This design comes from an exercise in tuning for small area on the open sky130 flow, not from production work. Function was checked by simulation only, so behaviour that the tests miss may differ from the original. No driver is modelled on the clock port, so clocking that relies on it looks cheaper here than on a real chip.

== oak ==
==> flow/design.v <==
`timescale 1ns/1ps
module ingress #(parameter SHARED = 0, parameter WRST = 0) (
    input clock, reset_n,
    input frame_n, valid_n, di,
    input granted,
    input start,                
    output reg pend,
    output reg [2:0] aq,
    output reg [4:0] w,
    output reg cur,
    output reg [31:0] ra, rb
);
    reg [1:0] ca;
    reg [2:0] ain;
    reg d1;
    wire last = !valid_n & frame_n;
    always @(posedge clock) begin
        ra <= {ra[30:0], (!valid_n & !cur) ? di : ra[31]};
        rb <= {rb[30:0], (!valid_n & cur) ? di : rb[31]};
        if (!reset_n) cur <= 1'b0;
        else if (last) cur <= ~cur;
        if (!reset_n) begin
            ca <= 2'd0;
            d1 <= 1'b0;
            pend <= 1'b0;
        end else begin
            if (frame_n & valid_n) ca <= 2'd0;
            else if (!frame_n & valid_n & (ca != 2'd3)) begin
                ca <= ca + 2'd1;
                ain <= {di, ain[2:1]};
            end
            d1 <= last;
            if (d1) pend <= 1'b1;
            else if (granted) pend <= 1'b0;
        end
        if (d1) aq <= ain;
        if (SHARED) begin
            if (d1 | start | (WRST && !reset_n)) w <= 5'd0;
            else w <= w + 5'd1;
        end else begin
            if (d1) w <= 5'd0;
            else if (pend) w <= {2'b00, w[2:0] + 3'd1};
        end
    end
endmodule
`timescale 1ns/1ps
module selector #(parameter TWO = 1, parameter OWNQ = 1, parameter EXTCNT = 0,
                  parameter LIVE = 0) (
    input clock, reset_n, start,
    input [2:0] aq,             
    input [3:0] hd,             
    input [4:0] m,              
    input [4:0] w,              
    input rsel,                 
    input [31:0] ra, rb,
    output reg act,
    output [2:0] tq,
    output reg [3:0] ts,
    output stream
);
    reg [4:0] kp, cnt;
    reg rs;
    reg [2:0] tqr;
    always @(posedge clock) begin
        if (!reset_n) act <= 1'b0;
        else if (start) act <= 1'b1;
        else if (EXTCNT ? (w == 5'd31) : (cnt == 5'd0)) act <= 1'b0;
        if (start) begin
            tqr <= aq;
            ts <= hd;
            rs <= rsel;
            kp <= m + w[2:0];
            cnt <= 5'd31;
        end else begin
            cnt <= cnt - 5'd1;
        end
    end
    assign tq = OWNQ ? tqr : aq;
    wire [31:0] r = (TWO && (LIVE ? rsel : rs)) ? rb : ra;
    assign stream = r[kp];
endmodule
module selector_e #(parameter TH = 5) (
    input clock, reset_n,
    input pend, granted, st,    
    input we_q,                 
    input full_n,               
    input [2:0] aq,
    input [3:0] hd,             
    input [4:0] m,              
    input [4:0] w,
    input rsel,
    input [31:0] ra, rb,
    output act_e,
    output [2:0] tq_e,
    output [3:0] ts_e,
    output stream
);
    reg act, rs;
    reg [2:0] tqr;
    reg [3:0] ts;
    reg [4:0] kp, cnt;
    wire es = pend & (w[2:0] == TH) & (granted ? st : ~full_n);
    wire ns = st & (w[2:0] < TH);
    wire nx = ~granted & we_q;
    wire [3:0] ts_c = hd + {3'd0, nx};
    wire [4:0] kp_c = m + {2'd0, w[2:0]} + {3'd0, nx, 1'b0};
    always @(posedge clock) begin
        if (!reset_n) act <= 1'b0;
        else if (es | ns) act <= 1'b1;
        else if (cnt == 5'd0) act <= 1'b0;
        if (es | ns) begin
            tqr <= aq;
            ts <= ts_c;
            rs <= rsel;
            kp <= kp_c;
            cnt <= es ? 5'd30 : 5'd31;
        end else begin
            cnt <= cnt - 5'd1;
        end
    end
    assign act_e = act | es;
    assign tq_e = es ? aq : tqr;
    assign ts_e = es ? ts_c : ts;
    wire [31:0] r = (es ? rsel : rs) ? rb : ra;
    assign stream = r[es ? kp_c : kp];
endmodule
`timescale 1ns/1ps
module rf32 (
    input clock, x, clr,
    output r1
);
    reg [31:0] r;
    always @(posedge clock) r <= {r[30:2], r[1] & ~clr, r[0], r[31] | x};
    assign r1 = r[1];
endmodule
`timescale 1ns/1ps
module fifo3 (
    input clock, reset_n, init,
    input [7:0] req,            
    input [7:0] cq,             
    input [127:0] csd,          
    output we,
    output reg [3:0] head,
    output [4:0] m,             
    output full_n,              
    output dout, valido_n
);
    reg [3:0] tail;
    reg emp, emp_d;
    reg [4:0] M;
    wire pop, snd;
    wire full = (head == tail) & ~emp;
    assign we = (|req) & ~full;
    assign m = emp ? 5'd1 : M;
    wire [3:0] head_n = head + {3'd0, we};
    wire [3:0] tail_n = tail + {3'd0, pop};
    wire emp_n = (we && !pop) ? 1'b0 : (!we && pop && (tail + 4'd1 == head)) ? 1'b1 : emp;
    wire [4:0] M_n = we ? (emp ? 5'd2 : M + 5'd1) : M - 5'd1;
    assign full_n = (head_n == tail_n) & ~emp_n;
    always @(posedge clock) begin
        if (!reset_n) begin
            head <= 4'd0;
            tail <= 4'd0;
            emp <= 1'b1;
        end else begin
            head <= head_n;
            tail <= tail_n;
            emp <= emp_n;
        end
        M <= M_n;
        emp_d <= emp | ~reset_n;
    end
    egress e (.clock(clock), .reset_n(reset_n), .empty(emp_d), .pop(pop), .snd(snd),
        .valido_n(valido_n));
    wire [15:0] r1v;
    genvar s, c;
    generate
        for (s = 0; s < 16; s = s + 1) begin : g_s
            wire [7:0] hd;
            for (c = 0; c < 8; c = c + 1) begin : g_h
                assign hd[c] = cq[c] & csd[16*c + s];
            end
            wire x = |hd;
            wire clr = init | (snd & (tail == s));
            rf32 r (.clock(clock), .x(x), .clr(clr), .r1(r1v[s]));
        end
    endgenerate
    assign dout = r1v[tail];
endmodule
`timescale 1ns/1ps
module egress (
    input clock, reset_n, empty,
    output pop, snd, valido_n
);
    reg [5:0] ec;
    always @(posedge clock) begin
        if (!reset_n) ec <= 6'd0;
        else if (ec == 6'd0) ec <= empty ? 6'd0 : 6'd1;
        else if (ec == 6'd33) ec <= 6'd0;
        else ec <= ec + 6'd1;
    end
    assign pop = (ec == 6'd32);
    assign snd = (ec != 6'd0) & (ec != 6'd33);
    assign valido_n = ~snd;
endmodule
`timescale 1ns/1ps
module router(
    input clock, reset_n,
    input [7:0] frame_n, valid_n, di,
    output [7:0] dout, valido_n, frameo_n
);
    reg init;
    wire [39:0] wv;
    always @(posedge clock) if (!reset_n) init <= 1'b1; else if (wv[4:0] == 5'd31) init <= 1'b0;
    wire [7:0] pend, granted;
    wire [23:0] aq;
    wire [63:0] grant;            
    wire [7:0] we_all;
    wire [31:0] head_all;
    wire [39:0] m_all;
    wire [7:0] cact, cstr;
    wire [23:0] ctq;
    wire [31:0] cts;
    wire [63:0] reqv;             
    wire [7:0] fulln_all;
    wire [63:0] cq;               
    wire [127:0] csd;             
    genvar i, q, s, c;
    generate
        for (c = 0; c < 8; c = c + 1) begin : g_dec
            for (q = 0; q < 8; q = q + 1) begin : g_dq
                assign cq[8*c + q] = cact[c] & cstr[c] & (ctq[3*c +: 3] == q);
            end
            for (s = 0; s < 16; s = s + 1) begin : g_ds
                assign csd[16*c + s] = (cts[4*c +: 4] == s);
            end
        end
        for (i = 0; i < 8; i = i + 1) begin : g_in
            wire [31:0] ra, rb;
            wire cur;
            wire st;
            ingress #(.SHARED(i < 5), .WRST(i == 0)) ip (.clock(clock), .reset_n(reset_n), .frame_n(frame_n[i]),
                .valid_n(valid_n[i]), .di(di[i]), .granted(granted[i]), .start(st),
                .pend(pend[i]), .aq(aq[3*i +: 3]), .w(wv[5*i +: 5]), .cur(cur), .ra(ra), .rb(rb));
            wire [7:0] g, rq;
            assign granted[i] = |g;
            wire [3:0] hd;
            wire [4:0] m;
            for (q = 0; q < 8; q = q + 1) begin : g_g
                assign g[q] = grant[8*q + i];
                assign rq[q] = reqv[8*q + i];
            end
            assign st = |(g & we_all);
            sel8 #(.W(4)) sh (.s(rq), .d(head_all), .y(hd));
            sel8 #(.W(5)) sm (.s(rq), .d(m_all), .y(m));
            if (i < 6) begin : g_one
                selector #(.TWO(1), .OWNQ(i >= 5), .EXTCNT(i < 5), .LIVE(i < 4)) ch (.clock(clock), .reset_n(reset_n),
                    .start(st), .aq(aq[3*i +: 3]), .hd(hd), .m(m), .w(wv[5*i +: 5]),
                    .rsel(cur), .ra(rb), .rb(ra), .act(cact[i]), .tq(ctq[3*i +: 3]),
                    .ts(cts[4*i +: 4]), .stream(cstr[i]));
            end else begin : g_early
                selector_e #(.TH(i - 1)) ch (.clock(clock), .reset_n(reset_n),
                    .pend(pend[i]), .granted(granted[i]), .st(st), .we_q(|(rq & we_all)),
                    .full_n(|(rq & fulln_all)), .aq(aq[3*i +: 3]), .hd(hd), .m(m),
                    .w(wv[5*i +: 5]), .rsel(cur), .ra(rb), .rb(ra), .act_e(cact[i]),
                    .tq_e(ctq[3*i +: 3]), .ts_e(cts[4*i +: 4]), .stream(cstr[i]));
            end
        end
        for (q = 0; q < 8; q = q + 1) begin : g_q
            wire [7:0] req;
            for (i = 0; i < 8; i = i + 1) begin : g_r
                assign req[i] = pend[i] & (aq[3*i +: 3] == q);
            end
            for (i = 0; i < 8; i = i + 1) begin : g_w
                if (i == 0) assign grant[8*q] = req[0];
                else assign grant[8*q + i] = req[i] & ~|req[i-1:0];
            end
            assign reqv[8*q +: 8] = req;
            wire [7:0] cqq;
            for (c = 0; c < 8; c = c + 1) begin : g_c
                assign cqq[c] = cq[8*c + q];
            end
            fifo3 f (.clock(clock), .reset_n(reset_n), .init(init), .req(req),
                .cq(cqq), .csd(csd), .we(we_all[q]),
                .head(head_all[4*q +: 4]), .m(m_all[5*q +: 5]),
                .full_n(fulln_all[q]),
                .dout(dout[q]), .valido_n(valido_n[q]));
            assign frameo_n[q] = valido_n[q];
        end
    endgenerate
endmodule
module sel8 #(parameter W = 4) (
    input [7:0] s,
    input [8*W-1:0] d,
    output [W-1:0] y
);
    genvar b, q;
    generate
        for (b = 0; b < W; b = b + 1) begin : g_b
            wire [7:0] t;
            for (q = 0; q < 8; q = q + 1) begin : g_q
                assign t[q] = s[q] & d[W*q + b];
            end
            assign y[b] = |t;
        end
    endgenerate
endmodule
Settings: LEC_CHECK=0, CAP_MARGIN=20, CORE_MARGIN=2, CORE_UTILIZATION=50, SLEW_MARGIN=30; clock period 12.0 ns.
standard.sh (not shown) runs the stock make flow with config.mk's settings and CLKGATE_MAP_FILE= SYNTH_SCRIPT=/design/flow/synth_recipe.tcl, a recipe that flattens the netlist after the stock synthesis.
==> flow/flow/run.sh <==
#!/bin/bash
# The standard layout (standard.sh), with two changes:
#  - synthesis maps the logic with an area-oriented ABC script
#    (strash; dch -f; amap -m) instead of ORFS's delay-oriented one; every step
#    before it, flip-flop mapping included, is unchanged, so the registers are
#    the standard synthesis's;
#  - the clock tree is built from sink clusters of up to 36 flip-flops within
#    70 um, each driven by a clkbuf_16, without dummy loads.
# Each tool's full output is in ORFS's own logs (orfs/logs); standard.sh's in
# standard.log.
set -eo pipefail
rm -rf scripts_abc
cp -r "$FLOW_HOME/scripts" scripts_abc
printf 'strash\ndch -f\namap -m\n' > scripts_abc/abc_speed.script
export SCRIPTS_DIR="$PWD/scripts_abc"
export CTS_ARGS="-sink_clustering_enable -repair_clock_nets -sink_clustering_size 36 -sink_clustering_max_diameter 70 -buf_list sky130_fd_sc_hd__clkbuf_16 -dont_use_dummy_load"
bash standard.sh > standard.log 2>&1
The inputs of pine differ from those of oak as listed below.
--- a/flow/design.v
+++ b/flow/design.v
@@ -17,8 +17,7 @@
     always @(posedge clock) begin
         ra <= {ra[30:0], (!valid_n & !cur) ? di : ra[31]};
         rb <= {rb[30:0], (!valid_n & cur) ? di : rb[31]};
-        if (!reset_n) cur <= 1'b0;
-        else if (last) cur <= ~cur;
+        if (last) cur <= ~cur;
         if (!reset_n) begin
             ca <= 2'd0;
             d1 <= 1'b0;
Notes after the runs:
Each of the runs, namely oak and pine, reached the end of the flow and came out clean. Any difference in all-layer global routing usage between oak and pine is small enough to ignore. Going from oak to pine, number of instances in the synthesized netlist held steady; first-iteration DRC count went up by 12%; post-synthesis share of cell area spent on xor and xnor gates stayed essentially flat; cell area neither gained nor lost much; die outline area neither gained nor lost much.

## afterwards: timing with drivers on the ports
Ports are ideal in the flow. The routed layouts listed here were re-timed in OpenROAD. Step 1 assumes that a clkbuf_16 drives the clock port and a buf_2 every other input. Step 2 also shifts input and output timing later by t, the mid clock arrival at the registers, as if the neighbouring blocks saw the same clock. Three values: ideal, step 1, step 2; two values: the first two.
run | shift t [ns] | setup WS [ns] | worst slew at a driven data input, ns
oak | 0.928 | 2.302 / 2.302 / 2.302 | 0.05
pine | 0.932 | 1.848 / 1.848 / 1.848 | 0.06
After both steps setup and hold are still met in every run listed.
